Context: an optimization exercise on an open-source flow, tuned for a short achievable clock period and few clock cycles. The choices shown serve that exercise and are no tape-out recipe. Only simulation tests tie the RTL to the original design; equivalence was not proved.

==> v25: inputs <==
==> flow/design.v (excerpt) <==
module cpu(
    input clk,
    input reset,
    output [7:0] address,
    input [7:0] from_memory,
    output write,
    output [7:0] to_memory
);
make LEC_CHECK=0 ABC_CLOCK_PERIOD_IN_PS=2500 CAP_MARGIN=20 CORE_MARGIN=2 CORE_UTILIZATION=28 SETUP_SLACK_MARGIN=4.0 SLEW_MARGIN=20 TNS_END_PERCENT=5 finish   # period 7.0 ns
run.sh (not shown) runs the stock make flow with config.mk's settings and CLKGATE_MAP_FILE= SYNTH_SCRIPT=/design/flow/synth_recipe.tcl, a recipe that flattens the netlist after the stock synthesis.
==> inputs of v23, as changes to v25 <==
--- a/flow/design.v
+++ b/flow/design.v
@@ -20,12 +20,15 @@
     reg [15:0]  rd_xoh, rd_yoh;
     reg [7:0]   rd_imm;
     reg         ex_v, ex_z;
     reg [5:0]   ex_op;
     reg [15:0]  ex_xoh;
     reg [7:0]   ea, eb;      
+    function [15:0] dec4(input [3:0] r);
+        dec4 = 16'd1 << r;
+    endfunction
     wire       cin = ex_op[1];
     wire [7:0] g0 = ea & eb, p0 = ea ^ eb;
     reg  [7:0] G1, P1, G2, P2, G3, P3;
     integer t;
     always @* begin
         for (t = 0; t < 8; t = t + 1) begin
@@ -50,13 +53,12 @@
                      ({8{ex_op[5]}} & eb);
     wire [7:0] zt = {ea[6:0] | eb[6:0], cin};
     wire z_new = ((ex_op[0] | ex_op[1]) & (&(p0 ~^ zt))) |
                  (ex_op[2] & ~|g0) |
                  (ex_op[3] & ~|(ea | eb)) |
                  (ex_op[4] & ~|p0);
-    wire z_eff = (ex_v && ex_z) ? z_new : Z;
     reg [7:0] ra, rb;
     integer q;
     always @* begin
         ra = 8'd0; rb = 8'd0;
         for (q = 0; q < 16; q = q + 1) begin
             ra = ra | ({8{rd_xoh[q]}} & R[q]);
@@ -64,17 +66,34 @@
         end
     end
     wire       fwd_a = ex_v & |(ex_xoh & rd_xoh);
     wire       fwd_b = ex_v & |(ex_xoh & rd_yoh);
     wire [7:0] a_val = fwd_a ? res : ra;
     wire [7:0] b_val = rd_imm_sel ? rd_imm : (fwd_b ? res : rb);
+    wire       rd_fwd = fwd_a | (fwd_b & ~rd_imm_sel);
+    wire [15:0] t_oh = dec4(s_b1 ? from_memory[3:0] : b1c[3:0]);
+    reg  [7:0]  rt;
+    always @* begin
+        rt = 8'd0;
+        for (q = 0; q < 16; q = q + 1) rt = rt | ({8{t_oh[q]}} & R[q]);
+    end
+    wire        fwd_t = ex_v & |(ex_xoh & t_oh);
+    wire [7:0] nb  = rd_imm_sel ? rd_imm : rb;
+    wire [7:0] np  = ra ^ nb;
+    wire [7:0] nt  = {ra[6:0] | nb[6:0], 1'b0};
+    wire z_rd = (rd_op[0] & (&(np ~^ nt))) |
+                ((rd_op[1] | rd_op[4]) & ~|np) |
+                (rd_op[2] & ~|(ra & nb)) |
+                (rd_op[3] & ~|(ra | nb));
+    wire z_eff = (rd_v && rd_z) ? z_rd : (ex_v && ex_z) ? z_new : Z;
     assign address   = A;
+    reg  [7:0] tom;              
     assign write     = s_wr;
-    assign to_memory = ra;       
+    assign to_memory = tom;
     wire       in_ram = (A >= 8'h80) && (A < 8'hE0);
-    wire [7:0] byte_now = (s_wr && in_ram) ? ra : from_memory;
+    wire [7:0] byte_now = (s_wr && in_ram) ? tom : from_memory;
     function isnop(input [7:0] o);
         isnop = !((o == 8'h80) || (o[7:4] == 4'h9) || (o[7:4] == 4'hA) ||
                   (o[7:4] == 4'h2 && (o[2:0] == 3'd0 || o[2:0] == 3'd3 || o[2:0] == 3'd4)));
     endfunction
     wire nop_now = isnop(byte_now);
     wire [7:0]   cd [0:255];
@@ -163,27 +182,27 @@
     wire k_bx   = (op[7:4] == 4'h2);
     wire k_bra  = k_bx & (op[2:0] == 3'd0);
     wire k_bne  = k_bx & (op[2:0] == 3'd3);
     wire k_beq  = k_bx & (op[2:0] == 3'd4);
     wire k_nop  = ~(k_la | k_id | k_bra | k_bne | k_beq);
     wire stall_r0  = (rd_v & rd_xoh[0]) | (ex_v & ex_xoh[0]);
-    wire stall_any = stall_r0 | (rd_v & rd_z);
+    wire stall_any = stall_r0 | (rd_v & rd_z & rd_fwd);
     wire la_nxt = b1v & b2v;
     wire la_a2  = b1v & ~b2v;
     wire la_a1  = ~b1v;
-    wire id_a3  = b1v & ~rd_v;
     wire bne_tgt = ~stall_any & ~z_eff;
     wire beq_tgt = ~stall_any &  z_eff;
     wire sel_stay = s_op & ((k_bra & stall_r0) | ((k_bne | k_beq) & stall_any));
     wire sel_tgt  = s_op & ((k_bra & ~stall_r0) | (k_bne & bne_tgt) | (k_beq & beq_tgt));
     wire sel_nxt  = s_op & (k_nop | (k_la & la_nxt) | (k_bne & ~stall_any & z_eff) |
                             (k_beq & ~stall_any & ~z_eff));
     wire b1_b2    = s_b1 & ~i_id & ~b1v;             
+    wire id_a3    = b1v & ~rd_v;
     wire sel_a1   = (s_op & ((k_la & la_a1) | (k_id & ~id_a3))) | s_b2 | b1_b2;
+    wire sel_a3   = s_op & k_id & id_a3;
     wire sel_a2   = (s_op & k_la & la_a2) | (s_b1 & ~b1_b2);
-    wire sel_a3   = s_op & k_id & id_a3;
     wire [7:0] a_next =
         ({8{sel_stay}} & A) |
         ({8{sel_tgt}}  & tgt_a) |
         ({8{sel_nxt}}  & nxt_a) |
         ({8{sel_a1}}   & (A + 8'd1)) |
         ({8{sel_a2}}   & (A + 8'd2)) |
@@ -201,32 +220,38 @@
             3'd2: aluop = 6'b000100;
             3'd3: aluop = 6'b001000;
             3'd4: aluop = 6'b010000;
             default: aluop = 6'b000001;
         endcase
     endfunction
-    function [15:0] dec4(input [3:0] r);
-        dec4 = 16'd1 << r;
-    endfunction
     wire is_la_c = s_op & k_la & la_nxt;         
-    wire is_id_c = sel_a3;                       
     wire is_id_b = s_b1 & i_id;                  
     wire is_la_b = s_b1 & ~i_id & b1v;           
     wire is_la_2 = s_b2;                         
+    wire is_id_c = sel_a3;                       
     wire issue   = is_la_c | is_id_c | is_id_b | is_la_b | is_la_2;
+    wire [7:0]  incdec_op = (op == 8'hA0) ? 8'h01 : 8'hFF;
+    wire [7:0]  incdec_i  = i_inc ? 8'h01 : 8'hFF;
+    wire [15:0] rd_xoh_n = s_b2 ? i_xoh : s_b1 ? dec4(from_memory[3:0]) : dec4(b1c[3:0]);
+    wire [15:0] rd_yoh_n = s_b2 ? dec4(from_memory[3:0]) : s_b1 ? dec4(b1c[3:0]) : dec4(b2c[3:0]);
+    wire [7:0]  rd_imm_n = s_b2 ? from_memory : s_b1 ? (i_id ? incdec_i : b1c) : (k_id ? incdec_op : b2c);
+    wire        rd_imm_sel_n = s_op ? (k_ld | k_id) : (i_ld | i_id);
+    wire        rd_z_n = s_op ? (k_alu | k_id) : (i_alu | i_id);
+    wire [5:0]  rd_op_n = s_op ? (k_ld ? 6'b100000 : k_id ? 6'b000001 : aluop(op[2:0]))
+                               : (i_ld ? 6'b100000 : i_id ? 6'b000001 : aluop(i_aop));
     integer k;
     always @(posedge clk or negedge reset) begin
         if (!reset) begin
             A <= 8'd0; oh <= 256'd1;
             s_b1 <= 1'b0; s_b2 <= 1'b0; s_wr <= 1'b0; Z <= 1'b0;
             i_ld <= 1'b0; i_alu <= 1'b0; i_id <= 1'b0; i_inc <= 1'b0;
             i_aop <= 3'd0; i_xoh <= 16'd0;
             rd_v <= 1'b0; rd_z <= 1'b0; rd_imm_sel <= 1'b0; rd_op <= 6'd0;
             rd_xoh <= 16'd0; rd_yoh <= 16'd0; rd_imm <= 8'd0;
             ex_v <= 1'b0; ex_z <= 1'b0; ex_op <= 6'd0; ex_xoh <= 16'd0;
-            ea <= 8'd0; eb <= 8'd0;
+            ea <= 8'd0; eb <= 8'd0; tom <= 8'd0;
             for (k = 0; k < 16; k = k + 1) R[k] <= 8'd0;
         end else begin
             if (ex_v) begin
                 for (k = 0; k < 16; k = k + 1)
                     if (ex_xoh[k]) R[k] <= res;
                 if (ex_z) Z <= z_new;
@@ -235,38 +260,22 @@
             ea <= a_val;
             eb <= rd_op[1] ? ~b_val : b_val;
             A  <= a_next;
             oh <= oh_next;
             s_b1 <= s_op & ((k_la & la_a1) | (k_id & ~id_a3));
             s_b2 <= (s_op & k_la & la_a2) | b1_b2;
-            s_wr <= is_id_c | is_id_b;
+            s_wr <= is_id_b | is_id_c;
+            if (is_id_b | is_id_c) tom <= fwd_t ? res : rt;
             if (s_op) begin
                 i_ld <= k_ld; i_alu <= k_alu; i_id <= k_id;
                 i_inc <= (op == 8'hA0); i_aop <= op[2:0];
                 i_xoh <= dec4(b1c[3:0]);
             end
             if (b1_b2) i_xoh <= dec4(from_memory[3:0]);
             rd_v <= issue;
-            if (is_la_c) begin
-                rd_z <= k_alu; rd_xoh <= dec4(b1c[3:0]);
-                rd_yoh <= dec4(b2c[3:0]); rd_imm <= b2c; rd_imm_sel <= k_ld;
-                rd_op <= k_ld ? 6'b100000 : aluop(op[2:0]);
-            end else if (is_id_c) begin
-                rd_z <= 1'b1; rd_xoh <= dec4(b1c[3:0]);
-                rd_imm_sel <= 1'b1; rd_imm <= (op == 8'hA0) ? 8'h01 : 8'hFF;
-                rd_op <= 6'b000001;
-            end else if (is_id_b) begin
-                rd_z <= 1'b1; rd_xoh <= dec4(from_memory[3:0]);
-                rd_imm_sel <= 1'b1; rd_imm <= i_inc ? 8'h01 : 8'hFF;
-                rd_op <= 6'b000001;
-            end else if (is_la_b) begin
-                rd_z <= i_alu; rd_xoh <= dec4(from_memory[3:0]);
-                rd_yoh <= dec4(b1c[3:0]); rd_imm <= b1c; rd_imm_sel <= i_ld;
-                rd_op <= i_ld ? 6'b100000 : aluop(i_aop);
-            end else if (is_la_2) begin
-                rd_z <= i_alu; rd_xoh <= i_xoh;
-                rd_yoh <= dec4(from_memory[3:0]); rd_imm <= from_memory; rd_imm_sel <= i_ld;
-                rd_op <= i_ld ? 6'b100000 : aluop(i_aop);
+            if (issue) begin
+                rd_z <= rd_z_n; rd_xoh <= rd_xoh_n; rd_yoh <= rd_yoh_n;
+                rd_imm <= rd_imm_n; rd_imm_sel <= rd_imm_sel_n; rd_op <= rd_op_n;
             end
         end
     end
 endmodule
- CELL_PAD_IN_SITES_DETAIL_PLACEMENT: unset -> 2
- CELL_PAD_IN_SITES_GLOBAL_PLACEMENT: unset -> 4
- CORE_UTILIZATION: 28 -> 25
- GPL_ROUTABILITY_DRIVEN: unset -> 1
- PLACE_DENSITY: unset -> 0.35
- SETUP_SLACK_MARGIN: 4.0 -> 3.5
==> comparison table <==
item	v25	v23
Status	stopped before the end	failed layout checks
Last stage reached	global routing	-
Violated checks	-	antenna violations, max-slew violations
Synthesized-area fraction occupied by ao, oa, aoi and oai cells	0.263	0.260
Horizontal die dimension	713 microns	755 microns
Async SR Flop Fraction	0.340	0.342
Count of mapped cells out of synthesis	12100	11500
Cts bufs inserted	345	376
Area share of fa/ha/maj cells after synthesis	0.00254	0.00396
Post-CTS setup buffers	713	289
Cell total after placement	18200	19000
Height of the die	713 microns	755 microns
Xor and xnor area share after synthesis	0.00174	0.00180
Number of cell rows	260	275
Count of cells resized by post-cts repair	566	337
Testbench counts of v25, summed over its fixed seeds: cycles 25,044.
Testbench counts of v23, summed over its fixed seeds: cycles 24,262.

==> afterwards: timing with drivers on the ports <==
Ports are ideal in the flow. The routed layout listed here was re-timed in OpenROAD. Step 1 sets driving cells, clkbuf_16 on the clock port and buf_2 on the other inputs (assumed; they add their load-dependent delay and slew). Step 2 also shifts input and output timing later by t, the mid clock arrival at the registers, as if the neighbouring blocks saw the same clock. Three values: ideal ports, drivers, drivers and shift; two values: the first two.
run: v23
t, ns: 1.238
slack for setup (ns): 1.127 / 1.127 / 1.127
worst setup path after step 2: register to register
worst register clock-pin slew, ns: 0.08 / 0.08
worst data-port slew with drivers (ns): 0.14
For v23, drivers alone change the setup slack by 0.000 ns; drivers and shift together by 0.000 ns.
